What follows belongs to an exercise in optimizing a design on an open flow for small area and a short achievable clock period; a production flow would make more cautious choices.
No run shown here included a check of the RTL's function; only the layout flow was run.
Power is estimated from default activity; no workload was simulated.

### flow/constraint.sdc
create_clock -name core_clock -period 11.0 [get_ports {clk}]
set_input_delay 2.2000 -clock core_clock [delete_from_list [all_inputs] [get_ports {clk}]]
set_output_delay 2.2000 -clock core_clock [all_outputs]
set_load 0.01 [all_outputs]
### flow/config.mk
export PLATFORM = sky130hd
export DESIGN_NAME = yaklasik_carpma
export DESIGN_NICKNAME = yaklasik_carpma
export VERILOG_FILES = /design/flow/design.v
export SDC_FILE = /design/flow/constraint.sdc
export NUM_CORES = 4
export LEC_CHECK = 0
export CAP_MARGIN = 20
export CORE_MARGIN = 2
export CORE_UTILIZATION = 50
export CTS_CLUSTER_DIAMETER = 120
export CTS_CLUSTER_SIZE = 22
export SLEW_MARGIN = 20
export SYNTH_HIERARCHICAL = 1
export SYNTH_MINIMUM_KEEP_SIZE = 0
### flow/design.v
`timescale 1ns / 1ps
module yaklasik_carpma(
    input clk,
    input rst,
    input [31:0] sayi1,
    input [31:0] sayi2,
    output [63:0] tahmini_sonuc
    );
    reg [1:0]  ph;           
    reg        ilk;          
    reg        ilkn;         
    reg [7:0]  ptr;          
    reg [7:0]  gecerli;      
    reg [7:0]  etiket [0:7];
    reg [63:0] veri [0:7];
    reg [7:0]  yaz;          
    reg [7:0]  isabet;       
    reg        son;          
    reg [63:0] cikis;        
    reg [7:0]  osec;         
    reg [31:0] ra;           
    reg [3:0]  rbt;          
    reg [7:0]  bir, iki, eks;   
    reg        ust;          
    reg [48:0] ts, tc;       
    reg [16:0] lt;           
    wire [7:0] tag = {ra[31:28], rbt};
    reg  [7:0] esles;
    integer i;
    always @(*) begin
        for (i = 0; i < 8; i = i + 1)
            esles[i] = gecerli[i] && (etiket[i] == tag);
    end
    wire [15:0] yb = (ph == 2'd0) ? sayi2[15:0] : sayi2[31:16];
    wire [16:0] ybx = {yb, 1'b0};
    reg [7:0] bir_n, iki_n, eks_n;
    always @(*) begin
        for (i = 0; i < 8; i = i + 1) begin
            bir_n[i] = ybx[2*i+1] ^ ybx[2*i];
            iki_n[i] = (ybx[2*i+2] & ~ybx[2*i+1] & ~ybx[2*i]) |
                       (~ybx[2*i+2] & ybx[2*i+1] & ybx[2*i]);
            eks_n[i] = ybx[2*i+2];
        end
    end
    wire [32:0] pp0 = (({33{bir[0]}} & {1'b0, ra}) | ({33{iki[0]}} & {ra, 1'b0})) ^ {33{eks[0]}};
    wire [32:0] pp1 = (({33{bir[1]}} & {1'b0, ra}) | ({33{iki[1]}} & {ra, 1'b0})) ^ {33{eks[1]}};
    wire [32:0] pp2 = (({33{bir[2]}} & {1'b0, ra}) | ({33{iki[2]}} & {ra, 1'b0})) ^ {33{eks[2]}};
    wire [32:0] pp3 = (({33{bir[3]}} & {1'b0, ra}) | ({33{iki[3]}} & {ra, 1'b0})) ^ {33{eks[3]}};
    wire [32:0] pp4 = (({33{bir[4]}} & {1'b0, ra}) | ({33{iki[4]}} & {ra, 1'b0})) ^ {33{eks[4]}};
    wire [32:0] pp5 = (({33{bir[5]}} & {1'b0, ra}) | ({33{iki[5]}} & {ra, 1'b0})) ^ {33{eks[5]}};
    wire [32:0] pp6 = (({33{bir[6]}} & {1'b0, ra}) | ({33{iki[6]}} & {ra, 1'b0})) ^ {33{eks[6]}};
    wire [32:0] pp7 = (({33{bir[7]}} & {1'b0, ra}) | ({33{iki[7]}} & {ra, 1'b0})) ^ {33{eks[7]}};
    wire [31:0] pp8 = {32{ust}} & ra;
    wire [32:0] tsa = ts[48:16] & {33{~ilk}};
    wire [32:0] tca = tc[48:16] & {33{ilkn}};
    wire s1, k2;
    wire s3, k4;
    wire s5, k6;
    wire s7, k8;
    wire s9, k10;
    wire s11, k12;
    wire s13, k14;
    wire s15, k16;
    wire s17, k18;
    wire s19, k20;
    wire s21, k22;
    wire s23, k24;
    wire s25, k26;
    wire s27, k28;
    wire s29, k30;
    wire s31, k32;
    wire s33, k34;
    wire s35, k36;
    wire s37, k38;
    wire s39, k40;
    wire s41, k42;
    wire s43, k44;
    wire s45, k46;
    wire s47, k48;
    wire s49, k50;
    wire s51, k52;
    wire s53, k54;
    wire s55, k56;
    wire s57, k58;
    wire s59, k60;
    wire s61, k62;
    wire s63, k64;
    wire s65, k66;
    wire s67, k68;
    wire s69, k70;
    wire s71, k72;
    wire s73, k74;
    wire s75, k76;
    wire s77, k78;
    wire s79, k80;
    wire s81, k82;
    wire s83, k84;
    wire s85, k86;
    wire s87, k88;
    wire s89, k90;
    wire s91, k92;
    wire s93, k94;
    wire s95, k96;
    wire s97, k98;
    wire s99, k100;
    wire s101, k102;
    wire s103, k104;
    wire s105, k106;
    wire s107, k108;
    wire s109, k110;
    wire s111, k112;
    wire s113, k114;
    wire s115, k116;
    wire s117, k118;
    wire s119, k120;
    wire s121, k122;
    wire s123, k124;
    wire s125, k126;
    wire s127, k128;
    wire s129, k130;
    wire s131, k132;
    wire s133, k134;
    wire s135, k136;
    wire s137, k138;
    wire s139, k140;
    wire s141, k142;
    wire s143, k144;
    wire s145, k146;
    wire s147, k148;
    wire s149, k150;
    wire s151, k152;
    wire s153, k154;
    wire s155, k156;
    wire s157, k158;
    wire s159, k160;
    wire s161, k162;
    wire s163, k164;
    wire s165, k166;
    wire s167, k168;
    wire s169, k170;
    wire s171, k172;
    wire s173, k174;
    wire s175, k176;
    wire s177, k178;
    wire s179, k180;
    wire s181, k182;
    wire s183, k184;
    wire s185, k186;
    wire s187, k188;
    wire s189, k190;
    wire s191, k192;
    wire s193, k194;
    wire s195, k196;
    wire s197, k198;
    wire s199, k200;
    wire s201, k202;
    wire s203, k204;
    wire s205, k206;
    wire s207, k208;
    wire s209, k210;
    wire s211, k212;
    wire s213, k214;
    wire s215, k216;
    wire s217, k218;
    wire s219, k220;
    wire s221, k222;
    wire s223, k224;
    wire s225, k226;
    wire s227, k228;
    wire s229, k230;
    wire s231, k232;
    wire s233, k234;
    wire s235, k236;
    wire s237, k238;
    wire s239, k240;
    wire s241, k242;
    wire s243, k244;
    wire s245, k246;
    wire s247, k248;
    wire s249, k250;
    wire s251, k252;
    wire s253, k254;
    wire s255, k256;
    wire s257, k258;
    wire s259, k260;
    wire s261, k262;
    wire s263, k264;
    wire s265, k266;
    wire s267, k268;
    wire s269, k270;
    wire s271, k272;
    wire s273, k274;
    wire s275, k276;
    wire s277, k278;
    wire s279, k280;
    wire s281, k282;
    wire s283, k284;
    wire s285, k286;
    wire s287, k288;
    wire s289, k290;
    wire s291, k292;
    wire s293, k294;
    wire s295, k296;
    wire s297, k298;
    wire s299, k300;
    wire s301, k302;
    wire s303, k304;
    wire s305, k306;
    wire s307, k308;
    wire s309, k310;
    wire s311, k312;
    wire s313, k314;
    wire s315, k316;
    wire s317, k318;
    wire s319, k320;
    wire s321, k322;
    wire s323, k324;
    wire s325, k326;
    wire s327, k328;
    wire s329, k330;
    wire s331, k332;
    wire s333, k334;
    wire s335, k336;
    wire s337, k338;
    wire s339, k340;
    wire s341, k342;
    wire s343, k344;
    wire s345, k346;
    wire s347, k348;
    wire s349, k350;
    wire s351, k352;
    wire s353, k354;
    wire s355, k356;
    wire s357, k358;
    wire s359, k360;
    wire s361, k362;
    wire s363, k364;
    wire s365, k366;
    wire s367, k368;
    wire s369, k370;
    wire s371, k372;
    wire s373, k374;
    wire s375, k376;
    wire s377, k378;
    wire s379, k380;
    wire s381, k382;
    wire s383, k384;
    wire s385, k386;
    wire s387, k388;
    wire s389, k390;
    wire s391, k392;
    wire s393, k394;
    wire s395, k396;
    wire s397, k398;
    wire s399, k400;
    wire s401, k402;
    wire s403, k404;
    wire s405, k406;
    wire s407, k408;
    wire s409, k410;
    wire s411, k412;
    wire s413, k414;
    wire s415, k416;
    wire s417, k418;
    wire s419, k420;
    wire s421, k422;
    wire s423, k424;
    wire s425, k426;
    wire s427, k428;
    wire s429, k430;
    wire s431, k432;
    wire s433, k434;
    wire s435, k436;
    wire s437, k438;
    wire s439, k440;
    wire s441, k442;
    wire s443, k444;
    wire s445, k446;
    wire s447, k448;
    wire s449, k450;
    wire s451, k452;
    wire s453, k454;
    wire s455, k456;
    wire s457, k458;
    wire s459, k460;
    wire s461, k462;
    wire s463, k464;
    wire s465, k466;
    wire s467, k468;
    wire s469, k470;
    wire s471, k472;
    wire s473, k474;
    wire s475, k476;
    wire s477, k478;
    wire s479, k480;
    wire s481, k482;
    wire s483, k484;
    wire s485, k486;
    wire s487, k488;
    wire s489, k490;
    wire s491, k492;
    wire s493, k494;
    wire s495, k496;
    wire s497, k498;
    wire s499, k500;
    wire s501, k502;
    wire s503, k504;
    wire s505, k506;
    wire s507, k508;
    wire s509, k510;
    wire s511, k512;
    wire s513, k514;
    wire s515, k516;
    wire s517, k518;
    wire s519, k520;
    wire s521, k522;
    wire s523, k524;
    wire s525, k526;
    wire s527, k528;
    wire s529, k530;
    wire s531, k532;
    wire s533, k534;
    wire s535, k536;
    wire s537, k538;
    wire s539, k540;
    wire s541, k542;
    wire s543, k544;
    wire s545, k546;
    wire s547, k548;
    wire s549, k550;
    wire s551, k552;
    wire s553, k554;
    wire s555, k556;
    wire s557, k558;
    wire s559, k560;
    wire s561, k562;
    wire s563, k564;
    wire s565, k566;
    wire s567, k568;
    wire s569, k570;
    wire s571, k572;
    wire s573, k574;
    wire s575, k576;
    wire s577, k578;
    wire s579, k580;
    wire s581, k582;
    wire s583, k584;
    wire s585, k586;
    wire s587, k588;
    wire s589, k590;
    wire s591, k592;
    wire s593, k594;
    wire s595, k596;
    wire s597, k598;
    wire s599, k600;
    wire s601, k602;
    wire s603, k604;
    wire s605, k606;
    wire s607, k608;
    wire s609, k610;
    wire s611, k612;
    wire s613, k614;
    wire s615, k616;
    wire s617, k618;
    wire s619, k620;
    wire s621, k622;
    wire s623, k624;
    wire s625, k626;
    wire s627, k628;
    wire s629, k630;
    wire s631, k632;
    wire s633, k634;
    wire s635, k636;
    wire s637, k638;
    wire s639, k640;
    wire s641, k642;
    wire s643, k644;
    wire s645, k646;
    wire s647, k648;
    wire s649, k650;
    wire s651, k652;
    wire s653, k654;
    wire s655, k656;
    wire s657, k658;
    yarim_toplayici us1 (eks[6], tsa[12], s1, k2);
    yarim_toplayici us3 (tsa[13], tca[13], s3, k4);
    tam_toplayici us5 (eks[7], tsa[14], tca[14], s5, k6);
    yarim_toplayici us7 (pp0[14], pp1[12], s7, k8);
    tam_toplayici us9 (tsa[15], tca[15], pp0[15], s9, k10);
    yarim_toplayici us11 (pp1[13], pp2[11], s11, k12);
    tam_toplayici us13 (tsa[16], tca[16], pp8[0], s13, k14);
    tam_toplayici us15 (pp0[16], pp1[14], pp2[12], s15, k16);
    tam_toplayici us17 (tsa[17], tca[17], pp8[1], s17, k18);
    tam_toplayici us19 (pp0[17], pp1[15], pp2[13], s19, k20);
    yarim_toplayici us21 (pp3[11], pp4[9], s21, k22);
    tam_toplayici us23 (tsa[18], tca[18], pp8[2], s23, k24);
    tam_toplayici us25 (pp0[18], pp1[16], pp2[14], s25, k26);
    tam_toplayici us27 (pp3[12], pp4[10], pp5[8], s27, k28);
    tam_toplayici us29 (tsa[19], tca[19], pp8[3], s29, k30);
    tam_toplayici us31 (pp0[19], pp1[17], pp2[15], s31, k32);
    yarim_toplayici us33 (pp3[13], pp4[11], s33, k34);
    tam_toplayici us35 (tsa[20], tca[20], pp8[4], s35, k36);
    tam_toplayici us37 (pp0[20], pp1[18], pp2[16], s37, k38);
    tam_toplayici us39 (pp3[14], pp4[12], pp5[10], s39, k40);
    tam_toplayici us41 (tsa[21], tca[21], pp8[5], s41, k42);
    tam_toplayici us43 (pp0[21], pp1[19], pp2[17], s43, k44);
    yarim_toplayici us45 (pp3[15], pp4[13], s45, k46);
    tam_toplayici us47 (tsa[22], tca[22], pp8[6], s47, k48);
    tam_toplayici us49 (pp0[22], pp1[20], pp2[18], s49, k50);
    tam_toplayici us51 (pp3[16], pp4[14], pp5[12], s51, k52);
    tam_toplayici us53 (tsa[23], tca[23], pp8[7], s53, k54);
    tam_toplayici us55 (pp0[23], pp1[21], pp2[19], s55, k56);
    yarim_toplayici us57 (pp3[17], pp4[15], s57, k58);
    tam_toplayici us59 (tsa[24], tca[24], pp8[8], s59, k60);
    tam_toplayici us61 (pp0[24], pp1[22], pp2[20], s61, k62);
    tam_toplayici us63 (pp3[18], pp4[16], pp5[14], s63, k64);
    tam_toplayici us65 (tsa[25], tca[25], pp8[9], s65, k66);
    tam_toplayici us67 (pp0[25], pp1[23], pp2[21], s67, k68);
    yarim_toplayici us69 (pp3[19], pp4[17], s69, k70);
    tam_toplayici us71 (tsa[26], tca[26], pp8[10], s71, k72);
    tam_toplayici us73 (pp0[26], pp1[24], pp2[22], s73, k74);
    tam_toplayici us75 (pp3[20], pp4[18], pp5[16], s75, k76);
    tam_toplayici us77 (tsa[27], tca[27], pp8[11], s77, k78);
    tam_toplayici us79 (pp0[27], pp1[25], pp2[23], s79, k80);
    yarim_toplayici us81 (pp3[21], pp4[19], s81, k82);
    tam_toplayici us83 (tsa[28], tca[28], pp8[12], s83, k84);
    tam_toplayici us85 (pp0[28], pp1[26], pp2[24], s85, k86);
    tam_toplayici us87 (pp3[22], pp4[20], pp5[18], s87, k88);
    tam_toplayici us89 (tsa[29], tca[29], pp8[13], s89, k90);
    tam_toplayici us91 (pp0[29], pp1[27], pp2[25], s91, k92);
    yarim_toplayici us93 (pp3[23], pp4[21], s93, k94);
    tam_toplayici us95 (tsa[30], tca[30], pp8[14], s95, k96);
    tam_toplayici us97 (pp0[30], pp1[28], pp2[26], s97, k98);
    tam_toplayici us99 (pp3[24], pp4[22], pp5[20], s99, k100);
    tam_toplayici us101 (tsa[31], tca[31], pp8[15], s101, k102);
    tam_toplayici us103 (pp0[31], pp1[29], pp2[27], s103, k104);
    yarim_toplayici us105 (pp3[25], pp4[23], s105, k106);
    tam_toplayici us107 (tsa[32], tca[32], pp8[16], s107, k108);
    tam_toplayici us109 (pp0[32], pp1[30], pp2[28], s109, k110);
    tam_toplayici us111 (pp3[26], pp4[24], pp5[22], s111, k112);
    tam_toplayici us113 (~eks[0], pp8[17], pp1[31], s113, k114);
    yarim_toplayici us115 (pp2[29], pp3[27], s115, k116);
    tam_toplayici us117 (pp8[18], pp1[32], pp2[30], s117, k118);
    yarim_toplayici us119 (eks[3], tsa[6], s119, k120);
    yarim_toplayici us121 (tsa[7], tca[7], s121, k122);
    tam_toplayici us123 (eks[4], tsa[8], tca[8], s123, k124);
    yarim_toplayici us125 (pp0[8], pp1[6], s125, k126);
    tam_toplayici us127 (tsa[9], tca[9], pp0[9], s127, k128);
    yarim_toplayici us129 (pp1[7], pp2[5], s129, k130);
    tam_toplayici us131 (eks[5], tsa[10], tca[10], s131, k132);
    tam_toplayici us133 (pp0[10], pp1[8], pp2[6], s133, k134);
    yarim_toplayici us135 (pp3[4], pp4[2], s135, k136);
    tam_toplayici us137 (tsa[11], tca[11], pp0[11], s137, k138);
    tam_toplayici us139 (pp1[9], pp2[7], pp3[5], s139, k140);
    yarim_toplayici us141 (pp4[3], pp5[1], s141, k142);
    tam_toplayici us143 (tca[12], pp0[12], pp1[10], s143, k144);
    tam_toplayici us145 (pp2[8], pp3[6], pp4[4], s145, k146);
    tam_toplayici us147 (pp5[2], pp6[0], s1, s147, k148);
    tam_toplayici us149 (pp0[13], pp1[11], pp2[9], s149, k150);
    tam_toplayici us151 (pp3[7], pp4[5], pp5[3], s151, k152);
    tam_toplayici us153 (pp6[1], k2, s3, s153, k154);
    tam_toplayici us155 (pp2[10], pp3[8], pp4[6], s155, k156);
    tam_toplayici us157 (pp5[4], pp6[2], pp7[0], s157, k158);
    tam_toplayici us159 (k4, s5, s7, s159, k160);
    tam_toplayici us161 (pp3[9], pp4[7], pp5[5], s161, k162);
    tam_toplayici us163 (pp6[3], pp7[1], k6, s163, k164);
    tam_toplayici us165 (k8, s11, s9, s165, k166);
    tam_toplayici us167 (pp3[10], pp4[8], pp5[6], s167, k168);
    tam_toplayici us169 (pp6[4], pp7[2], k12, s169, k170);
    tam_toplayici us171 (s13, k10, s15, s171, k172);
    tam_toplayici us173 (pp5[7], pp6[5], pp7[3], s173, k174);
    tam_toplayici us175 (ilkn, s21, k14, s175, k176);
    tam_toplayici us177 (s17, k16, s19, s177, k178);
    tam_toplayici us179 (pp6[6], pp7[4], ilkn, s179, k180);
    tam_toplayici us181 (k22, k18, s23, s181, k182);
    tam_toplayici us183 (k20, s25, s27, s183, k184);
    tam_toplayici us185 (pp5[9], pp6[7], pp7[5], s185, k186);
    tam_toplayici us187 (s33, k24, s29, s187, k188);
    tam_toplayici us189 (k26, k28, s31, s189, k190);
    tam_toplayici us191 (pp6[8], pp7[6], ilkn, s191, k192);
    tam_toplayici us193 (k34, k30, s35, s193, k194);
    tam_toplayici us195 (k32, s37, s39, s195, k196);
    tam_toplayici us197 (pp5[11], pp6[9], pp7[7], s197, k198);
    tam_toplayici us199 (s45, k36, s41, s199, k200);
    tam_toplayici us201 (k38, k40, s43, s201, k202);
    tam_toplayici us203 (pp6[10], pp7[8], ilkn, s203, k204);
    tam_toplayici us205 (k46, k42, s47, s205, k206);
    tam_toplayici us207 (k44, s49, s51, s207, k208);
    tam_toplayici us209 (pp5[13], pp6[11], pp7[9], s209, k210);
    tam_toplayici us211 (s57, k48, s53, s211, k212);
    tam_toplayici us213 (k50, k52, s55, s213, k214);
    tam_toplayici us215 (pp6[12], pp7[10], ilkn, s215, k216);
    tam_toplayici us217 (k58, k54, s59, s217, k218);
    tam_toplayici us219 (k56, s61, s63, s219, k220);
    tam_toplayici us221 (pp5[15], pp6[13], pp7[11], s221, k222);
    tam_toplayici us223 (s69, k60, s65, s223, k224);
    tam_toplayici us225 (k62, k64, s67, s225, k226);
    tam_toplayici us227 (pp6[14], pp7[12], ilkn, s227, k228);
    tam_toplayici us229 (k70, k66, s71, s229, k230);
    tam_toplayici us231 (k68, s73, s75, s231, k232);
    tam_toplayici us233 (pp5[17], pp6[15], pp7[13], s233, k234);
    tam_toplayici us235 (s81, k72, s77, s235, k236);
    tam_toplayici us237 (k74, k76, s79, s237, k238);
    tam_toplayici us239 (pp6[16], pp7[14], ilkn, s239, k240);
    tam_toplayici us241 (k82, k78, s83, s241, k242);
    tam_toplayici us243 (k80, s85, s87, s243, k244);
    tam_toplayici us245 (pp5[19], pp6[17], pp7[15], s245, k246);
    tam_toplayici us247 (s93, k84, s89, s247, k248);
    tam_toplayici us249 (k86, k88, s91, s249, k250);
    tam_toplayici us251 (pp6[18], pp7[16], ilkn, s251, k252);
    tam_toplayici us253 (k94, k90, s95, s253, k254);
    tam_toplayici us255 (k92, s97, s99, s255, k256);
    tam_toplayici us257 (pp5[21], pp6[19], pp7[17], s257, k258);
    tam_toplayici us259 (s105, k96, s101, s259, k260);
    tam_toplayici us261 (k98, k100, s103, s261, k262);
    tam_toplayici us263 (pp6[20], pp7[18], ilkn, s263, k264);
    tam_toplayici us265 (k106, k102, s107, s265, k266);
    tam_toplayici us267 (k104, s109, s111, s267, k268);
    tam_toplayici us269 (pp4[25], pp5[23], pp6[21], s269, k270);
    tam_toplayici us271 (pp7[19], s115, k108, s271, k272);
    tam_toplayici us273 (k110, k112, s113, s273, k274);
    tam_toplayici us275 (pp3[28], pp4[26], pp5[24], s275, k276);
    tam_toplayici us277 (pp6[22], pp7[20], ilkn, s277, k278);
    tam_toplayici us279 (k116, k114, s117, s279, k280);
    tam_toplayici us281 (~eks[1], pp8[19], pp2[31], s281, k282);
    tam_toplayici us283 (pp3[29], pp4[27], pp5[25], s283, k284);
    tam_toplayici us285 (pp6[23], pp7[21], k118, s285, k286);
    tam_toplayici us287 (pp8[20], pp2[32], pp3[30], s287, k288);
    tam_toplayici us289 (pp4[28], pp5[26], pp6[24], s289, k290);
    yarim_toplayici us291 (pp7[22], ilkn, s291, k292);
    tam_toplayici us293 (~eks[2], pp8[21], pp3[31], s293, k294);
    tam_toplayici us295 (pp4[29], pp5[27], pp6[25], s295, k296);
    tam_toplayici us297 (pp8[22], pp3[32], pp4[30], s297, k298);
    yarim_toplayici us299 (pp5[28], pp6[26], s299, k300);
    tam_toplayici us301 (~eks[3], pp8[23], pp4[31], s301, k302);
    yarim_toplayici us303 (pp8[24], pp4[32], s303, k304);
    yarim_toplayici us305 (eks[1], tsa[2], s305, k306);
    yarim_toplayici us307 (tsa[3], tca[3], s307, k308);
    tam_toplayici us309 (eks[2], tsa[4], tca[4], s309, k310);
    yarim_toplayici us311 (pp0[4], pp1[2], s311, k312);
    tam_toplayici us313 (tsa[5], tca[5], pp0[5], s313, k314);
    yarim_toplayici us315 (pp1[3], pp2[1], s315, k316);
    tam_toplayici us317 (tca[6], pp0[6], pp1[4], s317, k318);
    tam_toplayici us319 (pp2[2], pp3[0], s119, s319, k320);
    tam_toplayici us321 (pp0[7], pp1[5], pp2[3], s321, k322);
    tam_toplayici us323 (pp3[1], k120, s121, s323, k324);
    tam_toplayici us325 (pp2[4], pp3[2], pp4[0], s325, k326);
    tam_toplayici us327 (k122, s123, s125, s327, k328);
    tam_toplayici us329 (pp3[3], pp4[1], k124, s329, k330);
    tam_toplayici us331 (k126, s129, s127, s331, k332);
    tam_toplayici us333 (pp5[0], k130, s131, s333, k334);
    tam_toplayici us335 (s135, k128, s133, s335, k336);
    tam_toplayici us337 (k132, k136, s141, s337, k338);
    tam_toplayici us339 (k134, s137, s139, s339, k340);
    tam_toplayici us341 (k142, k138, k140, s341, k342);
    tam_toplayici us343 (s143, s145, s147, s343, k344);
    tam_toplayici us345 (k144, k146, k148, s345, k346);
    tam_toplayici us347 (s149, s151, s153, s347, k348);
    tam_toplayici us349 (k150, k152, k154, s349, k350);
    tam_toplayici us351 (s155, s157, s159, s351, k352);
    tam_toplayici us353 (k156, k158, s161, s353, k354);
    tam_toplayici us355 (s163, k160, s165, s355, k356);
    tam_toplayici us357 (k162, s167, k164, s357, k358);
    tam_toplayici us359 (s169, k166, s171, s359, k360);
    tam_toplayici us361 (k168, s173, k170, s361, k362);
    tam_toplayici us363 (s175, k172, s177, s363, k364);
    tam_toplayici us365 (k174, s179, k176, s365, k366);
    tam_toplayici us367 (s181, k178, s183, s367, k368);
    tam_toplayici us369 (s185, k180, k182, s369, k370);
    tam_toplayici us371 (s187, k184, s189, s371, k372);
    tam_toplayici us373 (k186, s191, k188, s373, k374);
    tam_toplayici us375 (s193, k190, s195, s375, k376);
    tam_toplayici us377 (s197, k192, k194, s377, k378);
    tam_toplayici us379 (s199, k196, s201, s379, k380);
    tam_toplayici us381 (k198, s203, k200, s381, k382);
    tam_toplayici us383 (s205, k202, s207, s383, k384);
    tam_toplayici us385 (s209, k204, k206, s385, k386);
    tam_toplayici us387 (s211, k208, s213, s387, k388);
    tam_toplayici us389 (k210, s215, k212, s389, k390);
    tam_toplayici us391 (s217, k214, s219, s391, k392);
    tam_toplayici us393 (s221, k216, k218, s393, k394);
    tam_toplayici us395 (s223, k220, s225, s395, k396);
    tam_toplayici us397 (k222, s227, k224, s397, k398);
    tam_toplayici us399 (s229, k226, s231, s399, k400);
    tam_toplayici us401 (s233, k228, k230, s401, k402);
    tam_toplayici us403 (s235, k232, s237, s403, k404);
    tam_toplayici us405 (k234, s239, k236, s405, k406);
    tam_toplayici us407 (s241, k238, s243, s407, k408);
    tam_toplayici us409 (s245, k240, k242, s409, k410);
    tam_toplayici us411 (s247, k244, s249, s411, k412);
    tam_toplayici us413 (k246, s251, k248, s413, k414);
    tam_toplayici us415 (s253, k250, s255, s415, k416);
    tam_toplayici us417 (s257, k252, k254, s417, k418);
    tam_toplayici us419 (s259, k256, s261, s419, k420);
    tam_toplayici us421 (k258, s263, k260, s421, k422);
    tam_toplayici us423 (s265, k262, s267, s423, k424);
    tam_toplayici us425 (s269, k264, k266, s425, k426);
    tam_toplayici us427 (s271, k268, s273, s427, k428);
    tam_toplayici us429 (k270, s275, s277, s429, k430);
    tam_toplayici us431 (k272, k274, s279, s431, k432);
    tam_toplayici us433 (k276, s281, s283, s433, k434);
    tam_toplayici us435 (k278, k280, s285, s435, k436);
    tam_toplayici us437 (k282, k284, s287, s437, k438);
    tam_toplayici us439 (s289, s291, k286, s439, k440);
    tam_toplayici us441 (pp7[23], k288, k290, s441, k442);
    tam_toplayici us443 (k292, s293, s295, s443, k444);
    tam_toplayici us445 (pp7[24], ilkn, s299, s445, k446);
    tam_toplayici us447 (k294, k296, s297, s447, k448);
    tam_toplayici us449 (pp5[29], pp6[27], pp7[25], s449, k450);
    tam_toplayici us451 (k300, k298, s301, s451, k452);
    tam_toplayici us453 (pp5[30], pp6[28], pp7[26], s453, k454);
    tam_toplayici us455 (ilkn, s303, k302, s455, k456);
    tam_toplayici us457 (~eks[4], pp8[25], pp5[31], s457, k458);
    tam_toplayici us459 (pp6[29], pp7[27], k304, s459, k460);
    tam_toplayici us461 (pp8[26], pp5[32], pp6[30], s461, k462);
    yarim_toplayici us463 (pp7[28], ilkn, s463, k464);
    tam_toplayici us465 (~eks[5], pp8[27], pp6[31], s465, k466);
    yarim_toplayici us467 (pp8[28], pp6[32], s467, k468);
    yarim_toplayici us469 (eks[0], tsa[0], s469, k470);
    yarim_toplayici us471 (tsa[1], tca[1], s471, k472);
    tam_toplayici us473 (tca[2], pp0[2], pp1[0], s473, k474);
    tam_toplayici us475 (pp0[3], pp1[1], k306, s475, k476);
    tam_toplayici us477 (pp2[0], k308, s309, s477, k478);
    tam_toplayici us479 (k310, k312, s315, s479, k480);
    tam_toplayici us481 (k316, k314, s317, s481, k482);
    tam_toplayici us483 (k318, k320, s321, s483, k484);
    tam_toplayici us485 (k322, k324, s325, s485, k486);
    tam_toplayici us487 (k326, s329, k328, s487, k488);
    tam_toplayici us489 (k330, s333, k332, s489, k490);
    tam_toplayici us491 (k334, s337, k336, s491, k492);
    tam_toplayici us493 (k338, k340, s341, s493, k494);
    tam_toplayici us495 (k342, s345, k344, s495, k496);
    tam_toplayici us497 (k346, s349, k348, s497, k498);
    tam_toplayici us499 (k350, s353, k352, s499, k500);
    tam_toplayici us501 (k354, s357, k356, s501, k502);
    tam_toplayici us503 (k358, s361, k360, s503, k504);
    tam_toplayici us505 (k362, s365, k364, s505, k506);
    tam_toplayici us507 (k366, s369, k368, s507, k508);
    tam_toplayici us509 (k370, s373, k372, s509, k510);
    tam_toplayici us511 (k374, s377, k376, s511, k512);
    tam_toplayici us513 (k378, s381, k380, s513, k514);
    tam_toplayici us515 (k382, s385, k384, s515, k516);
    tam_toplayici us517 (k386, s389, k388, s517, k518);
    tam_toplayici us519 (k390, s393, k392, s519, k520);
    tam_toplayici us521 (k394, s397, k396, s521, k522);
    tam_toplayici us523 (k398, s401, k400, s523, k524);
    tam_toplayici us525 (k402, s405, k404, s525, k526);
    tam_toplayici us527 (k406, s409, k408, s527, k528);
    tam_toplayici us529 (k410, s413, k412, s529, k530);
    tam_toplayici us531 (k414, s417, k416, s531, k532);
    tam_toplayici us533 (k418, s421, k420, s533, k534);
    tam_toplayici us535 (k422, s425, k424, s535, k536);
    tam_toplayici us537 (s429, k426, k428, s537, k538);
    tam_toplayici us539 (s433, k430, k432, s539, k540);
    tam_toplayici us541 (k434, s437, k436, s541, k542);
    tam_toplayici us543 (k438, s441, s443, s543, k544);
    tam_toplayici us545 (s445, k442, k444, s545, k546);
    tam_toplayici us547 (s449, k446, k448, s547, k548);
    tam_toplayici us549 (k450, s453, k452, s549, k550);
    tam_toplayici us551 (k454, s457, s459, s551, k552);
    tam_toplayici us553 (k458, s461, s463, s553, k554);
    tam_toplayici us555 (pp7[29], k462, k464, s555, k556);
    tam_toplayici us557 (pp7[30], ilkn, s467, s557, k558);
    tam_toplayici us559 (~eks[6], pp8[29], pp7[31], s559, k560);
    yarim_toplayici us561 (pp8[30], pp7[32], s561, k562);
    yarim_toplayici us563 (tca[0], pp0[0], s563, k564);
    tam_toplayici us565 (pp0[1], k470, s471, s565, k566);
    tam_toplayici us567 (k472, s305, s473, s567, k568);
    tam_toplayici us569 (s307, k474, s475, s569, k570);
    tam_toplayici us571 (s311, k476, s477, s571, k572);
    tam_toplayici us573 (s313, k478, s479, s573, k574);
    tam_toplayici us575 (s319, k480, s481, s575, k576);
    tam_toplayici us577 (s323, k482, s483, s577, k578);
    tam_toplayici us579 (s327, k484, s485, s579, k580);
    tam_toplayici us581 (k486, s331, s487, s581, k582);
    tam_toplayici us583 (s335, k488, s489, s583, k584);
    tam_toplayici us585 (s339, k490, s491, s585, k586);
    tam_toplayici us587 (s343, k492, s493, s587, k588);
    tam_toplayici us589 (s347, k494, s495, s589, k590);
    tam_toplayici us591 (s351, k496, s497, s591, k592);
    tam_toplayici us593 (k498, s355, s499, s593, k594);
    tam_toplayici us595 (s359, k500, s501, s595, k596);
    tam_toplayici us597 (s363, k502, s503, s597, k598);
    tam_toplayici us599 (s367, k504, s505, s599, k600);
    tam_toplayici us601 (s371, k506, s507, s601, k602);
    tam_toplayici us603 (s375, k508, s509, s603, k604);
    tam_toplayici us605 (s379, k510, s511, s605, k606);
    tam_toplayici us607 (s383, k512, s513, s607, k608);
    tam_toplayici us609 (s387, k514, s515, s609, k610);
    tam_toplayici us611 (s391, k516, s517, s611, k612);
    tam_toplayici us613 (s395, k518, s519, s613, k614);
    tam_toplayici us615 (s399, k520, s521, s615, k616);
    tam_toplayici us617 (s403, k522, s523, s617, k618);
    tam_toplayici us619 (s407, k524, s525, s619, k620);
    tam_toplayici us621 (s411, k526, s527, s621, k622);
    tam_toplayici us623 (s415, k528, s529, s623, k624);
    tam_toplayici us625 (s419, k530, s531, s625, k626);
    tam_toplayici us627 (s423, k532, s533, s627, k628);
    tam_toplayici us629 (s427, k534, s535, s629, k630);
    tam_toplayici us631 (s431, k536, s537, s631, k632);
    tam_toplayici us633 (s435, k538, s539, s633, k634);
    tam_toplayici us635 (s439, k540, s541, s635, k636);
    tam_toplayici us637 (k440, s543, k542, s637, k638);
    tam_toplayici us639 (s447, k544, s545, s639, k640);
    tam_toplayici us641 (s451, k546, s547, s641, k642);
    tam_toplayici us643 (s455, k548, s549, s643, k644);
    tam_toplayici us645 (k456, s551, k550, s645, k646);
    tam_toplayici us647 (k460, s553, k552, s647, k648);
    tam_toplayici us649 (s465, k554, s555, s649, k650);
    tam_toplayici us651 (k466, s557, k556, s651, k652);
    tam_toplayici us653 (k468, s559, k558, s653, k654);
    tam_toplayici us655 (ilkn, s561, k560, s655, k656);
    tam_toplayici us657 (~eks[7], pp8[31], k562, s657, k658);
    wire [48:0] ns, nc;
    assign ns[0] = s563;
    assign nc[0] = s469;
    assign ns[1] = k564;
    assign nc[1] = s565;
    assign ns[2] = k566;
    assign nc[2] = s567;
    assign ns[3] = k568;
    assign nc[3] = s569;
    assign ns[4] = k570;
    assign nc[4] = s571;
    assign ns[5] = k572;
    assign nc[5] = s573;
    assign ns[6] = k574;
    assign nc[6] = s575;
    assign ns[7] = k576;
    assign nc[7] = s577;
    assign ns[8] = k578;
    assign nc[8] = s579;
    assign ns[9] = k580;
    assign nc[9] = s581;
    assign ns[10] = k582;
    assign nc[10] = s583;
    assign ns[11] = k584;
    assign nc[11] = s585;
    assign ns[12] = k586;
    assign nc[12] = s587;
    assign ns[13] = k588;
    assign nc[13] = s589;
    assign ns[14] = k590;
    assign nc[14] = s591;
    assign ns[15] = k592;
    assign nc[15] = s593;
    assign ns[16] = k594;
    assign nc[16] = s595;
    assign ns[17] = k596;
    assign nc[17] = s597;
    assign ns[18] = k598;
    assign nc[18] = s599;
    assign ns[19] = k600;
    assign nc[19] = s601;
    assign ns[20] = k602;
    assign nc[20] = s603;
    assign ns[21] = k604;
    assign nc[21] = s605;
    assign ns[22] = k606;
    assign nc[22] = s607;
    assign ns[23] = k608;
    assign nc[23] = s609;
    assign ns[24] = k610;
    assign nc[24] = s611;
    assign ns[25] = k612;
    assign nc[25] = s613;
    assign ns[26] = k614;
    assign nc[26] = s615;
    assign ns[27] = k616;
    assign nc[27] = s617;
    assign ns[28] = k618;
    assign nc[28] = s619;
    assign ns[29] = k620;
    assign nc[29] = s621;
    assign ns[30] = k622;
    assign nc[30] = s623;
    assign ns[31] = k624;
    assign nc[31] = s625;
    assign ns[32] = k626;
    assign nc[32] = s627;
    assign ns[33] = k628;
    assign nc[33] = s629;
    assign ns[34] = k630;
    assign nc[34] = s631;
    assign ns[35] = k632;
    assign nc[35] = s633;
    assign ns[36] = k634;
    assign nc[36] = s635;
    assign ns[37] = k636;
    assign nc[37] = s637;
    assign ns[38] = k638;
    assign nc[38] = s639;
    assign ns[39] = k640;
    assign nc[39] = s641;
    assign ns[40] = k642;
    assign nc[40] = s643;
    assign ns[41] = k644;
    assign nc[41] = s645;
    assign ns[42] = k646;
    assign nc[42] = s647;
    assign ns[43] = k648;
    assign nc[43] = s649;
    assign ns[44] = k650;
    assign nc[44] = s651;
    assign ns[45] = k652;
    assign nc[45] = s653;
    assign ns[46] = k654;
    assign nc[46] = s655;
    assign ns[47] = k656;
    assign nc[47] = s657;
    assign ns[48] = k658;
    assign nc[48] = 1'b0;
    wire [7:0] okusec = (son ? isabet : osec) & {8{~rst}};
    reg [63:0] okunan;
    always @(*) begin
        okunan = 64'd0;
        for (i = 0; i < 8; i = i + 1)
            okunan = okunan | ({64{okusec[i]}} & veri[i]);
    end
    wire [47:0] ust48 = ts[47:0] + tc[47:0] + {47'd0, lt[16]};
    wire [63:0] carpim = {ust48, lt[15:0]};
    wire [63:0] cikis_n = okunan | ({64{son && !rst && isabet == 8'd0}} & carpim);
    always @(posedge clk) begin
        ra <= sayi1;
        rbt <= sayi2[31:28];
        bir <= bir_n;
        iki <= iki_n;
        eks <= eks_n;
        ust <= yb[15];
        ts <= ns;
        tc <= nc;
        lt <= {1'b0, ts[15:0]} + {1'b0, tc[15:0]};
        isabet <= esles;
        yaz <= (ph == 2'd2 && esles == 8'd0) ? ptr : 8'd0;
        cikis <= cikis_n;
        if (rst) begin
            ph <= 2'd0;
            ilk <= 1'b0;
            ilkn <= 1'b1;
            son <= 1'b0;
            osec <= 8'd0;
            ptr <= 8'd1;
            gecerli <= 8'd0;
        end else begin
            ph <= ph + 2'd1;
            ilk <= (ph == 2'd0);
            ilkn <= (ph != 2'd0);
            son <= (ph == 2'd2);
            if (son) begin
                osec <= (isabet == 8'd0) ? ptr : isabet;
                if (isabet == 8'd0) begin
                    gecerli <= gecerli | ptr;
                    ptr <= {ptr[6:0], ptr[7]};
                end
            end
        end
    end
    always @(posedge clk) begin
        for (i = 0; i < 8; i = i + 1)
            if (yaz[i]) begin
                veri[i] <= carpim;
                etiket[i] <= tag;
            end
    end
    assign tahmini_sonuc = cikis;
endmodule
module tam_toplayici(input a, input b, input c, output s, output co);
    assign s = a ^ b ^ c;
    assign co = (a & b) | (a & c) | (b & c);
endmodule
module yarim_toplayici(input a, input b, output s, output co);
    assign s = a ^ b;
    assign co = a & b;
endmodule
### flow/standard.sh
#!/bin/bash
# synth_recipe.tcl (not shown) runs the flow's synth.tcl, then flattens the netlist and writes it again
# the make line also repeats each setting of config.mk as NAME=value (left out here)
make -C /OpenROAD-flow-scripts/flow DESIGN_CONFIG=/design/flow/config.mk WORK_HOME=/design/flow/orfs CLKGATE_MAP_FILE= SYNTH_SCRIPT=/design/flow/synth_recipe.tcl "${@:-finish}"
### flow/flow/run.sh
#!/bin/bash
# The standard layout, with two changes to how it is made:
# - timing repair aims at a tighter slack target (repair_timing -setup_margin),
#   so that it also works on paths that already meet the clock period;
# - the port buffers are plain buf_1 cells (repair resizes them as needed).
set -euo pipefail
export SETUP_SLACK_MARGIN=7.5
export BUFFER_PORTS_ARGS="-buffer_cell sky130_fd_sc_hd__buf_1"
bash standard.sh > standard_run.log 2>&1
==> reports/metrics.csv, run 1 <==
stage,metric,value,unit
clock_network,clk buf depth,3,
placed_design,total placed instance area,0.0441,mm2
power_and_ir_drop,part of the power in combinational logic,0.582,
synthesis,top flip-flop cell by instance count after synthesis,sky130_fd_sc_hd__edfxtp_1,
sta,Final Slew Violations,0,
grt,gr ovfl total,0,
die,number of primary I/O pins,130,
power_and_ir_drop,leakage power total,16.2,nW
worst_setup_path,"slowest stage delay, CP",550,ps
finish,flip-flop and latch area,0.0232,mm2
worst_setup_path,series of cell instances along the critical path,"buf_12, a22oi_1, xnor2_1, fa_1, fa_1, fa_2, fa_1, fa_1",
power_and_ir_drop,Seq pwr share,0.310,
worst_setup_path,type of the setup path with the least slack,register to register,
finish,fraction of layout instances using a drive strength above 1,0.0977,
synthesis,cell type with the highest aggregate area in the netlist,sky130_fd_sc_hd__edfxtp_1,
clock_network,register clock-pin slew on the reported worst setup and hold paths,100,ps
sta,smallest hold slack,428,ps
die,Die X-Extent,296,um
sta,maximum operating frequency,285,MHz
grt,met2 track demand over resource in global routing,0.478,
status,outcome,no timing/DRC/antenna violations,
clock_network,deepest level of the CTS H-tree,2,
synthesis,instance count of the mapped netlist,3148,
clock_network,Num Clock Sinks,859,
worst_setup_path,CP required,11500,ps
worst_setup_path,Buffers & Inverters on Critical Path,1,
synthesis,area of the mapped netlist,0.0426,mm2
flow_run,Max-Cap Viols,0,
grt,GR met3 Demand/Resource,0.0339,
clock_network,clock latency on the worst-skew pair,640,ps
synthesis,net count of the mapped netlist,3595,
clock_network,number of hold buffers added after cts,0,
grt,most used routing layer in global routing,met2,
die,Die Y-Extent,296,um
sta,TNS Setup,0,ps
finish,diode insertion count for antenna repair,0,
power_and_ir_drop,ratio of total power to cell area,372,mW/mm2
grt,antenna violations before repair,0,
sta,final setup violating endpoints,0,
finish,Layout Cells excl Fill,4368,
sta,final worst-path cycle share,0.319,
synthesis,top-area cell type share of the netlist area,0.406,
finish,fill cell count,6932,
route,count of nets left with antenna violations after detail routing,0,
placed_design,post-detail-place hpwl,77.0,mm
synthesis,leading cell types by count after synthesis,"576 x sky130_fd_sc_hd__edfxtp_1, 376 x sky130_fd_sc_hd__a22oi_1, 328 x sky130_fd_sc_hd__xnor2_1",
finish,final instance area,0.0472,mm2
sta,setup slack after layout,7490,ps
placed_design,Routability Congestion,0.888,
worst_setup_path,CP Capture Type,register,
grt,met1 track demand over resource in global routing,0.375,
die,Placement Rows,107,
worst_setup_path,Worst Path Max Fanout,8,
die,CORE AREA,0.0847,mm2
synthesis,Yosys warnings,9,
finish,total area of multi-input combinational cells,0.0190,mm2
min_path,min-delay worst type,register to register,
die,die area,0.0876,mm2
clock_network,CTS buffer count,46,
worst_setup_path,"Largest delay share family, worst path",adder cells,
power_and_ir_drop,Switching Fraction,0.436,
worst_setup_path,CP max-delay cell,sky130_fd_sc_hd__fa_1,
placed_design,worst setup timing slack at the placement stage,6060,ps
sta,post-layout minimum cycle time,3510,ps
grt,vias in the first global route,27857,
worst_setup_path,type of origin of the critical path,register,
worst_setup_path,setup slack on the worst flop-to-flop path,7490,ps
power_and_ir_drop,cell-internal power,9.90,mW
grt,wire length of the first global-routing pass,182,mm
route,via count of the routed design,27090,
synthesis,synthesized flop and latch total,859,
synthesis,leading cell types by total area after synthesis,"sky130_fd_sc_hd__edfxtp_1 41%, sky130_fd_sc_hd__fa_1 14%, sky130_fd_sc_hd__dfxtp_1 13%, sky130_fd_sc_hd__xnor2_1 6.7%, sky130_fd_sc_hd__a22oi_1 6.6%",
route,mean routed wirelength per cell,28.7,um
sta,clock skew,29.9,ps
sta,final-report hold violation count,0,
synthesis,most frequently used cell type in the post-synthesis netlist,sky130_fd_sc_hd__edfxtp_1,
route,remaining design rule violation count,0,
synthesis,share of the yosys chip area belonging to registers,0.539,
placed_design,number of port buffers,129,
worst_setup_path,most used cell along the critical path,sky130_fd_sc_hd__fa_1,
worst_setup_path,Worst EP arrival,4010,ps
sta,setup repair after global routing missed its margin,yes,
synthesis,mean post-synth cell area,13.5,um2
clock_network,CTS tree,done,
synthesis,post-synth cell types,58,
sta,worst rel slew slack,0.209,
finish,Post-layout nets,3633,
power_and_ir_drop,largest voltage drop on the vdd net,272,uV
route,total wire length,125,mm
route,First DRT Iteration DRCs,2642,
power_and_ir_drop,Switching Power,7.66,mW
grt,maximum number of pins on one net before global-route repair,68,
grt,total routing usage reported by global routing,0.280,
die,starting utilization of the core area,0.503,
synthesis,number of flops mapped to enable cells by yosys,576,
clock_network,master cell of the clock root buffer,sky130_fd_sc_hd__clkbuf_16,
power_and_ir_drop,share of power burned in the clock network,0.108,
synthesis,share of synthesized registers carrying an async set or reset,0,
route,1st-pass router iterations,6,
sta,actual transition at the worst max-transition pin,1180,ps
finish,area added between synthesis and finish,10.8,%
placed_design,cell count after placement,4222,
route,vias per std cell,6.20,
==> path summary, 6_finish.rpt <==
check / start / to / cells after the start
min reg2reg: ph[0]$_SDFF_PP0_ / ph[0]$_SDFF_PP0_ / 1
min: ph[0]$_SDFF_PP0_ / ph[0]$_SDFF_PP0_ / 1
max reg2reg: bir[1]$_DFF_P_ / tc[25]$_DFF_P_ / 8
max: bir[1]$_DFF_P_ / tc[25]$_DFF_P_ / 8
==> power groups by stage <==
| stage | Sequential, mW | Combinational, mW | Clock [mW] |
|---|---|---|---|
| finish | 5.45 | 10.2 | 1.89 |
| global route | 5.49 | 11.0 | 2.04 |
| CTS | 5.46 | 9.85 | 1.93 |
| detailed placement | 5.56 | 9.62 | 0 |
| global placement | 5.55 | 9.40 | 0 |
| floorplan | 5.31 | 5.86 | 0 |
==> per-stage QoR <==
step	power, mW	util
global route	18.6	0.557
CTS	17.2	0.545
global placement	14.9	0.520
floorplan	11.2	-
finish	17.6	0.557
detailed placement	15.2	0.520
==> cell type report <==
class / instances / area share
Inverter: 43 / 0.00342
Sequential cell: 859 / 0.491
Clock buffer: 79 / 0.0275
Clock inverter: 7 / 0.00255
Tap cell: 1144 / 0.0303
Timing Repair Buffer: 237 / 0.0439
Multi-Input combinational cell: 1999 / 0.402
==> per-layer routing <==
layer  share of wire  vias up
met5               0        -
met4           0.037        0
met3           0.066      259
met2            0.49     1226
met1            0.41    13997
li1                -    11608
==> cells in the final DEF (no fill, tap or decap), types with 11 or more instances in the layout <==
| cell | n |
|---|---|
| sky130_fd_sc_hd__buf_1 | 126 |
| sky130_fd_sc_hd__a221oi_1 | 65 |
| sky130_fd_sc_hd__buf_12 | 26 |
| sky130_fd_sc_hd__dfxtp_4 | 44 |
| sky130_fd_sc_hd__and2_1 | 74 |
| sky130_fd_sc_hd__nand4_1 | 63 |
| sky130_fd_sc_hd__nand3_1 | 43 |
| sky130_fd_sc_hd__nor2_1 | 59 |
| sky130_fd_sc_hd__nand2_1 | 123 |
| sky130_fd_sc_hd__fa_1 | 285 |
| sky130_fd_sc_hd__ha_1 | 81 |
| sky130_fd_sc_hd__clkbuf_1 | 32 |
| sky130_fd_sc_hd__fa_2 | 15 |
| sky130_fd_sc_hd__mux2i_1 | 31 |
| sky130_fd_sc_hd__nor2b_1 | 39 |
| sky130_fd_sc_hd__o21ai_0 | 43 |
| sky130_fd_sc_hd__buf_4 | 52 |
| sky130_fd_sc_hd__a21o_1 | 41 |
| sky130_fd_sc_hd__edfxtp_1 | 576 |
| sky130_fd_sc_hd__xor2_1 | 54 |
| sky130_fd_sc_hd__nor4_1 | 13 |
| sky130_fd_sc_hd__a22o_1 | 64 |
| sky130_fd_sc_hd__dfxtp_1 | 219 |
| sky130_fd_sc_hd__a22oi_2 | 21 |
| sky130_fd_sc_hd__a21oi_1 | 79 |
| sky130_fd_sc_hd__xnor2_1 | 317 |
| sky130_fd_sc_hd__inv_1 | 42 |
| sky130_fd_sc_hd__nor3_1 | 14 |
| sky130_fd_sc_hd__xnor2_2 | 11 |
| sky130_fd_sc_hd__clkbuf_16 | 57 |
| sky130_fd_sc_hd__dfxtp_2 | 20 |
| sky130_fd_sc_hd__o21bai_1 | 11 |
| sky130_fd_sc_hd__a22oi_1 | 355 |
==> Yosys stat by module, one instance, submodules excluded <==
module | cell area (um2) | times used | flops+latches
yarim_toplayici | 12.5 | 32 | 0
tam_toplayici | 20.0 | 297 | 0
yaklasik_carpma | 36300 | 1 | 859
==> registers in the layout, indices dropped and copies added (netlist names), 17 cells and up <==
register	flops
lt	17
ts	49
etiket	64
tc	48
ra	32
cikis	64
veri	512
==> kinds of logic (layout without fill, tap and decap cells) <==
| kind of cell | Yosys count | count (layout) | share of synthesized area |
|---|---|---|---|
| flops | 859 | 859 | 0.539 |
| compound gates | 732 | 732 | 0.126 |
| simple gates | 457 | 459 | 0.0550 |
| xor+xnor | 393 | 393 | 0.0808 |
| fa+ha+maj | 381 | 381 | 0.165 |
| buf+inv | 292 | 366 | 0.0268 |
| mux | 33 | 33 | 0.00781 |
| other cells | 1 | 1 | 0.0000880 |
==> repair_timing <==
item / in CTS / in global routing
cloned: 4 / 10
pin swaps: 4 / 50
endpoints found under the setup margin: 204 / 162
buffers inserted: 13 / 33
resized for setup: 113 / 94
endpoints found under the hold margin: 0 / 0
==> run 2, diff against run 1 <==
--- a/flow/flow/run.sh
+++ b/flow/flow/run.sh
@@ -4,6 +4,6 @@
 #   so that it also works on paths that already meet the clock period;
 # - the port buffers are plain buf_1 cells (repair resizes them as needed).
 set -euo pipefail
-export SETUP_SLACK_MARGIN=7.5
+export SETUP_SLACK_MARGIN=7.4
 export BUFFER_PORTS_ARGS="-buffer_cell sky130_fd_sc_hd__buf_1"
 bash standard.sh > standard_run.log 2>&1
==> run 2 against run 1 <==
  * Register-to-register slack worse by 70 ps
  * Hold slack improved by 3.9 ps
  * Non-clock buffer count down 39
  * Critical path depth stayed put
  * Worst setup slack worse by 68 ps
  * Sequential power about the same
  * Still clean on timing, DRC and antenna
  * Power is 2.1% lower
  * Utilization down 1.1 points
  * Via count shrank 1.2%
  * Cell area fell by 2.0%
  * Count of clock-buffer cells in the layout is 4 lower
  * Global-route usage shrank 0.36 points
==> reports/metrics.csv, run 2 <==
stage,metric,value,unit,change
status,outcome,no timing/DRC/antenna violations,,
sta,Final Slew Violations,0,,unchanged
die,CORE AREA,0.0847,mm2,unchanged
sta,worst rel slew slack,0.247,,+0.0376
placed_design,cell count after placement,4223,,+0.024%
route,vias per std cell,6.19,,-0.22%
worst_setup_path,R2R Path Start,ra[1]$_DFF_P_,,
die,number of primary I/O pins,130,,unchanged
clock_network,register clock-pin slew on the reported worst setup and hold paths,90,ps,about the same
die,Placement Rows,107,,unchanged
clock_network,clk buf depth,3,,unchanged
worst_setup_path,type of the setup path with the least slack,input port to register,,
finish,Post-layout nets,3593,,-1.1%
clock_network,CTS buffer count,46,,unchanged
synthesis,leading cell types by count after synthesis,"576 x sky130_fd_sc_hd__edfxtp_1, 376 x sky130_fd_sc_hd__a22oi_1, 328 x sky130_fd_sc_hd__xnor2_1",,
worst_setup_path,CP Capture Type,register,,
route,total wire length,122,mm,-2.5%
power_and_ir_drop,cell-internal power,9.70,mW,-2.1%
finish,fraction of layout instances using a drive strength above 1,0.0673,,-0.0304
route,1st-pass router iterations,8,,+2
route,via count of the routed design,26757,,-1.2%
finish,area added between synthesis and finish,8.50,%,
finish,diode insertion count for antenna repair,0,,unchanged
route,count of nets left with antenna violations after detail routing,0,,unchanged
worst_setup_path,Worst Path Max Fanout,38,,+30
synthesis,top-area cell type share of the netlist area,0.406,,unchanged
placed_design,Routability Congestion,0.903,,+1.8%
sta,final-report hold violation count,0,,unchanged
grt,vias in the first global route,27680,,-0.64%
synthesis,mean post-synth cell area,13.5,um2,unchanged
synthesis,net count of the mapped netlist,3595,,unchanged
worst_setup_path,CP required,11570,ps,+70 ps
synthesis,area of the mapped netlist,0.0426,mm2,unchanged
sta,TNS Setup,0,ps,unchanged
sta,maximum operating frequency,279,MHz,-1.9%
power_and_ir_drop,leakage power total,15.8,nW,-2.5%
synthesis,instance count of the mapped netlist,3148,,unchanged
synthesis,share of the yosys chip area belonging to registers,0.539,,unchanged
grt,antenna violations before repair,1,,+1
finish,Layout Cells excl Fill,4324,,-1.0%
min_path,min-delay worst type,register to register,,
synthesis,cell type with the highest aggregate area in the netlist,sky130_fd_sc_hd__edfxtp_1,,
synthesis,leading cell types by total area after synthesis,"sky130_fd_sc_hd__edfxtp_1 41%, sky130_fd_sc_hd__fa_1 14%, sky130_fd_sc_hd__dfxtp_1 13%, sky130_fd_sc_hd__xnor2_1 6.7%, sky130_fd_sc_hd__a22oi_1 6.6%",,
power_and_ir_drop,part of the power in combinational logic,0.572,,-0.010
power_and_ir_drop,Switching Fraction,0.436,,about the same
power_and_ir_drop,share of power burned in the clock network,0.109,,about the same
power_and_ir_drop,ratio of total power to cell area,372,mW/mm2,-0.11%
sta,clock skew,18.1,ps,-11.8 ps
finish,fraction of the core area covered by cells at the end of the flow,0.546,,-0.0113
synthesis,share of synthesized registers carrying an async set or reset,0,,unchanged
flow_run,Max-Cap Viols,0,,unchanged
die,Die X-Extent,296,um,unchanged
finish,register bank with the most flops,veri,,
sta,actual transition at the worst max-transition pin,1120,ps,-56.0 ps
finish,most frequent cells in the layout,"576 x sky130_fd_sc_hd__edfxtp_1, 376 x sky130_fd_sc_hd__a22oi_1, 323 x sky130_fd_sc_hd__xnor2_1, 300 x sky130_fd_sc_hd__fa_1, 232 x sky130_fd_sc_hd__dfxtp_1",,
worst_setup_path,Worst EP arrival,4150,ps,+140 ps
grt,maximum number of pins on one net before global-route repair,62,,-8.8%
finish,final instance area,0.0462,mm2,-2.0%
die,starting utilization of the core area,0.503,,unchanged
sta,post-layout minimum cycle time,3580,ps,+67.7 ps
synthesis,synthesized flop and latch total,859,,unchanged
worst_setup_path,setup slack on the worst flop-to-flop path,7420,ps,-70 ps
grt,wire length of the first global-routing pass,180,mm,-0.89%
placed_design,total placed instance area,0.0441,mm2,about the same
synthesis,top flip-flop cell by instance count after synthesis,sky130_fd_sc_hd__edfxtp_1,,
route,remaining design rule violation count,0,,unchanged
sta,final worst-path cycle share,0.326,,+0.00615
worst_setup_path,type of origin of the critical path,input port,,
clock_network,CTS tree,done,,
route,First DRT Iteration DRCs,2670,,+1.1%
worst_setup_path,launching instance or port of the critical path,rst,,
worst_setup_path,endpoint of the most critical setup path,cikis[52]$_DFF_P_,,
power_and_ir_drop,Switching Power,7.49,mW,-2.2%
power_and_ir_drop,largest voltage drop on the vdd net,254,uV,-6.3%
clock_network,master cell of the clock root buffer,sky130_fd_sc_hd__clkbuf_16,,
die,Die Y-Extent,296,um,unchanged
clock_network,Num Clock Sinks,859,,unchanged
synthesis,number of flops mapped to enable cells by yosys,576,,unchanged
clock_network,clock latency on the worst-skew pair,630,ps,about the same
sta,setup repair after global routing missed its margin,no,,
synthesis,most frequently used cell type in the post-synthesis netlist,sky130_fd_sc_hd__edfxtp_1,,
grt,gr ovfl total,0,,unchanged
placed_design,number of port buffers,129,,unchanged
worst_setup_path,Worst Reg-to-Reg Cells,6,,-2
die,die area,0.0876,mm2,unchanged
finish,number of flip-flops under the largest register name,512,,unchanged
grt,total routing usage reported by global routing,0.277,,-0.00358
synthesis,post-synth cell types,58,,unchanged
sta,final setup violating endpoints,0,,unchanged
route,mean routed wirelength per cell,28.2,um,-1.5%
synthesis,Yosys warnings,9,,unchanged
placed_design,post-detail-place hpwl,77.5,mm,+0.67%
finish,"most common cell after layout, fill and taps aside",sky130_fd_sc_hd__edfxtp_1,,
finish,leading registers by flop count,"veri x512, cikis x64, etiket x64",,
clock_network,deepest level of the CTS H-tree,2,,unchanged
power_and_ir_drop,Seq pwr share,0.318,,+0.008
worst_setup_path,RR Endpoint,tc[19]$_DFF_P_,,
run 2: cell counts after synthesis:
No cell type changed its count.
run 2: per-module statistics from Yosys, one instance, submodules excluded:
module / copies in the design / flops+latches
tam_toplayici: 297 / 0
yaklasik_carpma: 1 / 859
yarim_toplayici: 32 / 0
run 2: area by class of cell:
type                    instances  area, um2
clock inverters                 7       85.1
well taps                    1144       1430
inverters                      43        161
multi-input cells            1998      18700
repair buffers                198       1400
flip-flops and latches        859      23100
clock buffers                  75       1300
fillers                      6996      38500
run 2: repair_timing:
| item | 4_1_cts | 5_1_grt |
|---|---|---|
| gates resized for setup | 65 | 65 |
| endpoints found under the hold margin | 0 | 0 |
| gates cloned | 1 | 0 |
| endpoints found under the setup margin | 172 | 137 |
| hold buffers | 0 | 0 |
| buffers inserted | 2 | 16 |
| pin swaps | 1 | 3 |
run 2: power groups by stage:
stage | Sequential (mW) | Clock [mW] | Combinational (mW)
2_1_floorplan | 5.31 | 0 | 5.86
3_3_place_gp | 5.56 | 0 | 9.26
3_5_place_dp | 5.58 | 0 | 9.48
4_1_cts | 5.50 | 1.92 | 9.57
5_1_grt | 5.50 | 2.02 | 10.8
6_report | 5.47 | 1.88 | 9.84
run 2: cells by family after synthesis:
family / synth area share
buf+inv: 0.0268
mux: 0.00781
other cells: 0.0000880
fa+ha+maj: 0.165
simple gates: 0.0550
compound gates: 0.126
xor+xnor: 0.0808
flops: 0.539
run 2: routing by layer:
layer  GRT usage  share of wire  up-vias
met5           0        0.00012        -
met4      0.0881          0.038        2
met3      0.0340          0.064      228
met2       0.478           0.49     1148
met1       0.365           0.40    13862
li1            -              -    11517
run 2: worst max-delay path: stages:
cell,delay (ps)
sky130_fd_sc_hd__clkbuf_2,100
sky130_fd_sc_hd__buf_12,180
sky130_fd_sc_hd__nor2_4,110
sky130_fd_sc_hd__buf_4,480
sky130_fd_sc_hd__buf_4,590
sky130_fd_sc_hd__nand3_1,150
sky130_fd_sc_hd__mux2i_1,150
sky130_fd_sc_hd__or3_1,130
run 2: through the flow:
stage	power [mW]	setup WS [ps]	hold WS (ps)
global placement	14.8	6380	401
global route	18.3	7400	452
finish	17.2	7420	432
detailed placement	15.1	6370	419
CTS	17.0	7380	433
floorplan	11.2	7400	393
run 2: worst min-delay path by stage:
| stage | cells past startpoint | slack [ps] | end | startpoint |
|---|---|---|---|---|
| floorplan | 1 | 390 | ph[0]$_SDFF_PP0_ | ph[0]$_SDFF_PP0_ |
| global placement | 1 | 400 | ph[0]$_SDFF_PP0_ | ph[0]$_SDFF_PP0_ |
| detailed placement | 1 | 420 | ph[0]$_SDFF_PP0_ | ph[0]$_SDFF_PP0_ |
| CTS | 1 | 430 | ph[0]$_SDFF_PP0_ | ph[0]$_SDFF_PP0_ |
| global route | 1 | 450 | ph[0]$_SDFF_PP0_ | ph[0]$_SDFF_PP0_ |
| finish | 1 | 430 | ph[0]$_SDFF_PP0_ | ph[0]$_SDFF_PP0_ |
==> run 3, diff against run 2 <==
--- a/flow/flow/run.sh
+++ b/flow/flow/run.sh
@@ -4,6 +4,6 @@
 #   so that it also works on paths that already meet the clock period;
 # - the port buffers are plain buf_1 cells (repair resizes them as needed).
 set -euo pipefail
-export SETUP_SLACK_MARGIN=7.4
+export SETUP_SLACK_MARGIN=8.0
 export BUFFER_PORTS_ARGS="-buffer_cell sky130_fd_sc_hd__buf_1"
 bash standard.sh > standard_run.log 2>&1
--- a/flow/config.mk
+++ b/flow/config.mk
@@ -7,7 +7,7 @@
 export LEC_CHECK = 0
 export CAP_MARGIN = 20
 export CORE_MARGIN = 2
-export CORE_UTILIZATION = 50
+export CORE_UTILIZATION = 30
 export CTS_CLUSTER_DIAMETER = 120
 export CTS_CLUSTER_SIZE = 22
 export SLEW_MARGIN = 20
==> run 3 against run 2 <==
  * Die area is 66% higher
  * Via count is 2.7% higher
  * Utilization is 18 points lower
  * Fmax is 2.8% higher
  * Non-clock buffer count is 163 higher
  * Area after synthesis stayed put
  * Count of clock-buffer cells in the layout is 5 higher
  * Highest routed layer unchanged
  * Clock power is 3% higher
==> reports/metrics.csv, run 3 <==
stage,metric,value,unit,change
finish,total area of multi-input combinational cells,0.0209,mm2,+11%
placed_design,number of port buffers,129,,unchanged
synthesis,Yosys warnings,9,,unchanged
placed_design,post-detail-place hpwl,77.6,mm,about the same
placed_design,Routability Congestion,0.885,,-2.0%
sta,actual transition at the worst max-transition pin,1040,ps,-86.0 ps
die,Placement Rows,138,,+29%
finish,leading registers by flop count,"veri x512, cikis x64, etiket x64",,
sta,Final Slew Violations,0,,unchanged
finish,fraction of the core area covered by cells at the end of the flow,0.370,,-0.176
synthesis,cell type with the highest aggregate area in the netlist,sky130_fd_sc_hd__edfxtp_1,,
sta,final worst-path cycle share,0.317,,-0.00891
worst_setup_path,CP required,11540,ps,-30 ps
clock_network,register clock-pin slew on the reported worst setup and hold paths,100,ps,about the same
min_path,min-delay worst type,register to register,,
die,Die Y-Extent,381,um,+29%
finish,fill cell count,13425,,+92%
die,number of primary I/O pins,130,,unchanged
clock_network,clock latency on the worst-skew pair,710,ps,+80 ps
status,outcome,no timing/DRC/antenna violations,,
synthesis,instance count of the mapped netlist,3148,,unchanged
synthesis,share of synthesized registers carrying an async set or reset,0,,unchanged
finish,final instance area,0.0522,mm2,+13%
route,1st-pass router iterations,5,,-3
route,mean routed wirelength per cell,25.7,um,-9.1%
sta,clock skew,78.6,ps,+60.6 ps
worst_setup_path,CP max-delay cell,sky130_fd_sc_hd__fa_2,,
sta,final setup violating endpoints,0,,unchanged
flow_run,Max-Cap Viols,0,,unchanged
synthesis,post-synth cell types,58,,unchanged
route,count of nets left with antenna violations after detail routing,0,,unchanged
finish,register bank with the most flops,veri,,
route,remaining design rule violation count,0,,unchanged
route,via count of the routed design,27473,,+2.7%
power_and_ir_drop,leakage power total,17.8,nW,+13%
worst_setup_path,Buffers & Inverters on Critical Path,1,,-3
synthesis,leading cell types by count after synthesis,"576 x sky130_fd_sc_hd__edfxtp_1, 376 x sky130_fd_sc_hd__a22oi_1, 328 x sky130_fd_sc_hd__xnor2_1",,
synthesis,synthesized flop and latch total,859,,unchanged
finish,area added between synthesis and finish,22.5,%,
synthesis,area of the mapped netlist,0.0426,mm2,unchanged
synthesis,top-area cell type share of the netlist area,0.406,,unchanged
sta,final-report hold violation count,0,,unchanged
grt,maximum number of pins on one net before global-route repair,59,,-4.8%
finish,most frequent cells in the layout,"576 x sky130_fd_sc_hd__edfxtp_1, 273 x sky130_fd_sc_hd__xnor2_1, 238 x sky130_fd_sc_hd__a22oi_1, 196 x sky130_fd_sc_hd__fa_1, 164 x sky130_fd_sc_hd__dfxtp_1",,
synthesis,number of flops mapped to enable cells by yosys,576,,unchanged
worst_setup_path,Worst EP arrival,4020,ps,-130 ps
synthesis,share of the yosys chip area belonging to registers,0.539,,unchanged
finish,flip-flop and latch area,0.0233,mm2,+0.78%
grt,total routing usage reported by global routing,0.178,,-0.0987
die,Die X-Extent,381,um,+29%
die,starting utilization of the core area,0.302,,-0.201
worst_setup_path,Worst Path Max Fanout,8,,-79%
synthesis,mean post-synth cell area,13.5,um2,unchanged
synthesis,leading cell types by total area after synthesis,"sky130_fd_sc_hd__edfxtp_1 41%, sky130_fd_sc_hd__fa_1 14%, sky130_fd_sc_hd__dfxtp_1 13%, sky130_fd_sc_hd__xnor2_1 6.7%, sky130_fd_sc_hd__a22oi_1 6.6%",,
synthesis,net count of the mapped netlist,3595,,unchanged
worst_setup_path,CP Capture Type,register,,
grt,antenna violations before repair,2,,+1
die,CORE AREA,0.141,mm2,+67%
worst_setup_path,type of the setup path with the least slack,register to register,,
finish,fraction of layout instances using a drive strength above 1,0.273,,+0.206
die,die area,0.145,mm2,+66%
route,First DRT Iteration DRCs,2788,,+4.4%
worst_setup_path,"slowest stage delay, CP",540,ps,-50 ps
clock_network,clk buf depth,3,,unchanged
finish,number of flip-flops under the largest register name,512,,unchanged
finish,"most common cell after layout, fill and taps aside",sky130_fd_sc_hd__edfxtp_1,,
grt,gr ovfl total,0,,unchanged
placed_design,total placed instance area,0.0459,mm2,+4.1%
clock_network,master cell of the clock root buffer,sky130_fd_sc_hd__clkbuf_16,,
worst_setup_path,most used cell along the critical path,sky130_fd_sc_hd__fa_2,,
sta,worst rel slew slack,0.310,,+0.0627
run 3: cell counts after synthesis:
Identical to the previous run, type by type.
run 3: final cells by class:
type	count	share of cell area
clock inverter	8	0.00232
antenna	1	0.0000479
inverter	43	0.00309
clock buffer	80	0.0253
sequential	859	0.446
multi-input combinational	2001	0.400
timing repair buffer	361	0.0783
tap	1890	0.0453
run 3: kinds of logic (layout without fill, tap and decap cells):
group                      count (synthesis)  count (layout)  synth area share
other                                      1               2         0.0000880
muxes                                     33              33           0.00781
DFF                                      859             859             0.539
AOI/OAI and AO/OA                        732             732             0.126
xor gates and xnor gates                 393             394            0.0808
buffers and inverters                    292             492            0.0268
adders and majority gates                381             381             0.165
and+or+nand+nor                          457             460            0.0550
run 3: timing repair:
item                       4_1_cts  5_1_grt
pin swaps                       86      103
setup endpoints to repair      452      321
cloned                          18       11
resized for setup              548      160
setup buffers                   87       65
run 3: worst paths after layout:
kind / start / to / slack [ps] / cells past startpoint
worst min-delay path: ph[0]$_SDFF_PP0_ / ph[0]$_SDFF_PP0_ / 420 / 1
worst max register to register: bir[2]$_DFF_P_ / tc[28]$_DFF_P_ / 7520 / 8
worst max-delay path: bir[2]$_DFF_P_ / tc[28]$_DFF_P_ / 7520 / 8
worst min register to register: ph[0]$_SDFF_PP0_ / ph[0]$_SDFF_PP0_ / 420 / 1
run 3: power by group:
| part | leakage, nW | switching [mW] | total [mW] | internal [mW] |
|---|---|---|---|---|
| Combinational | 9.49 | 6.79 | 11.8 | 5.03 |
| Clock | 0.682 | 1.09 | 1.93 | 0.845 |
| Sequential | 7.60 | 0.358 | 5.45 | 5.09 |
run 3: worst register-to-register path, cell delays in order (launching register included):
cell	delay, ps
sky130_fd_sc_hd__dfxtp_4	480
sky130_fd_sc_hd__clkbuf_16	230
sky130_fd_sc_hd__a22oi_1	110
sky130_fd_sc_hd__xnor2_1	210
sky130_fd_sc_hd__fa_2	490
sky130_fd_sc_hd__fa_1	520
sky130_fd_sc_hd__fa_2	380
sky130_fd_sc_hd__fa_2	540
sky130_fd_sc_hd__fa_1	420
run 3: per-module statistics from Yosys (local to each module, per instance):
| module | flops+latches | area, um2 | times used | cells inside |
|---|---|---|---|---|
| tam_toplayici | 0 | 20.0 | 297 | 1 |
| yarim_toplayici | 0 | 12.5 | 32 | 1 |
| yaklasik_carpma | 859 | 36300 | 1 | 2819 |
run 3: stage by stage:
step           std cells  worst slack, ps  total power, mW  hold slack, ps
4_1_cts             5166             7510             18.5             420
3_3_place_gp        4972             5860             15.2             400
5_1_grt             5242             7470             20.3             448
3_5_place_dp        4973             5850             15.4             407
6_report            5243             7520             19.2             419
2_1_floorplan       3148             7610             11.4             393
run 3: metal layers:
layer / vias up / share of wire / track usage / wire length (um)
li1: 11903 / - / - / -
met1: 14200 / 0.43 / 0.246 / 57300
met2: 1165 / 0.47 / 0.289 / 63100
met3: 203 / 0.070 / 0.0276 / 9450
met4: 2 / 0.035 / 0.0499 / 4650
met5: - / 0.000097 / 0 / 13

## separate check: timing with driven ports
The results above use ideal ports. As a check the final layouts listed here were re-extracted and re-timed, cells and wires unchanged. Step 1: set_driving_cell puts a clkbuf_16 on clk and a buf_2 on each other input, an assumption about the parent block. Step 2 also shifts input and output timing later by t, the mid clock arrival at the registers, as if the neighbouring blocks saw the same clock. a / b / c = no drivers / after step 1 / after step 2; a / b = the first two.
run	t (ns)	setup slack, ns
run 1	0.691	7.486 / 7.486 / 6.853
run 2	0.691	7.419 / 7.423 / 6.775
run 3	0.741	7.517 / 7.498 / 7.083
After both steps every run listed still meets setup and hold.
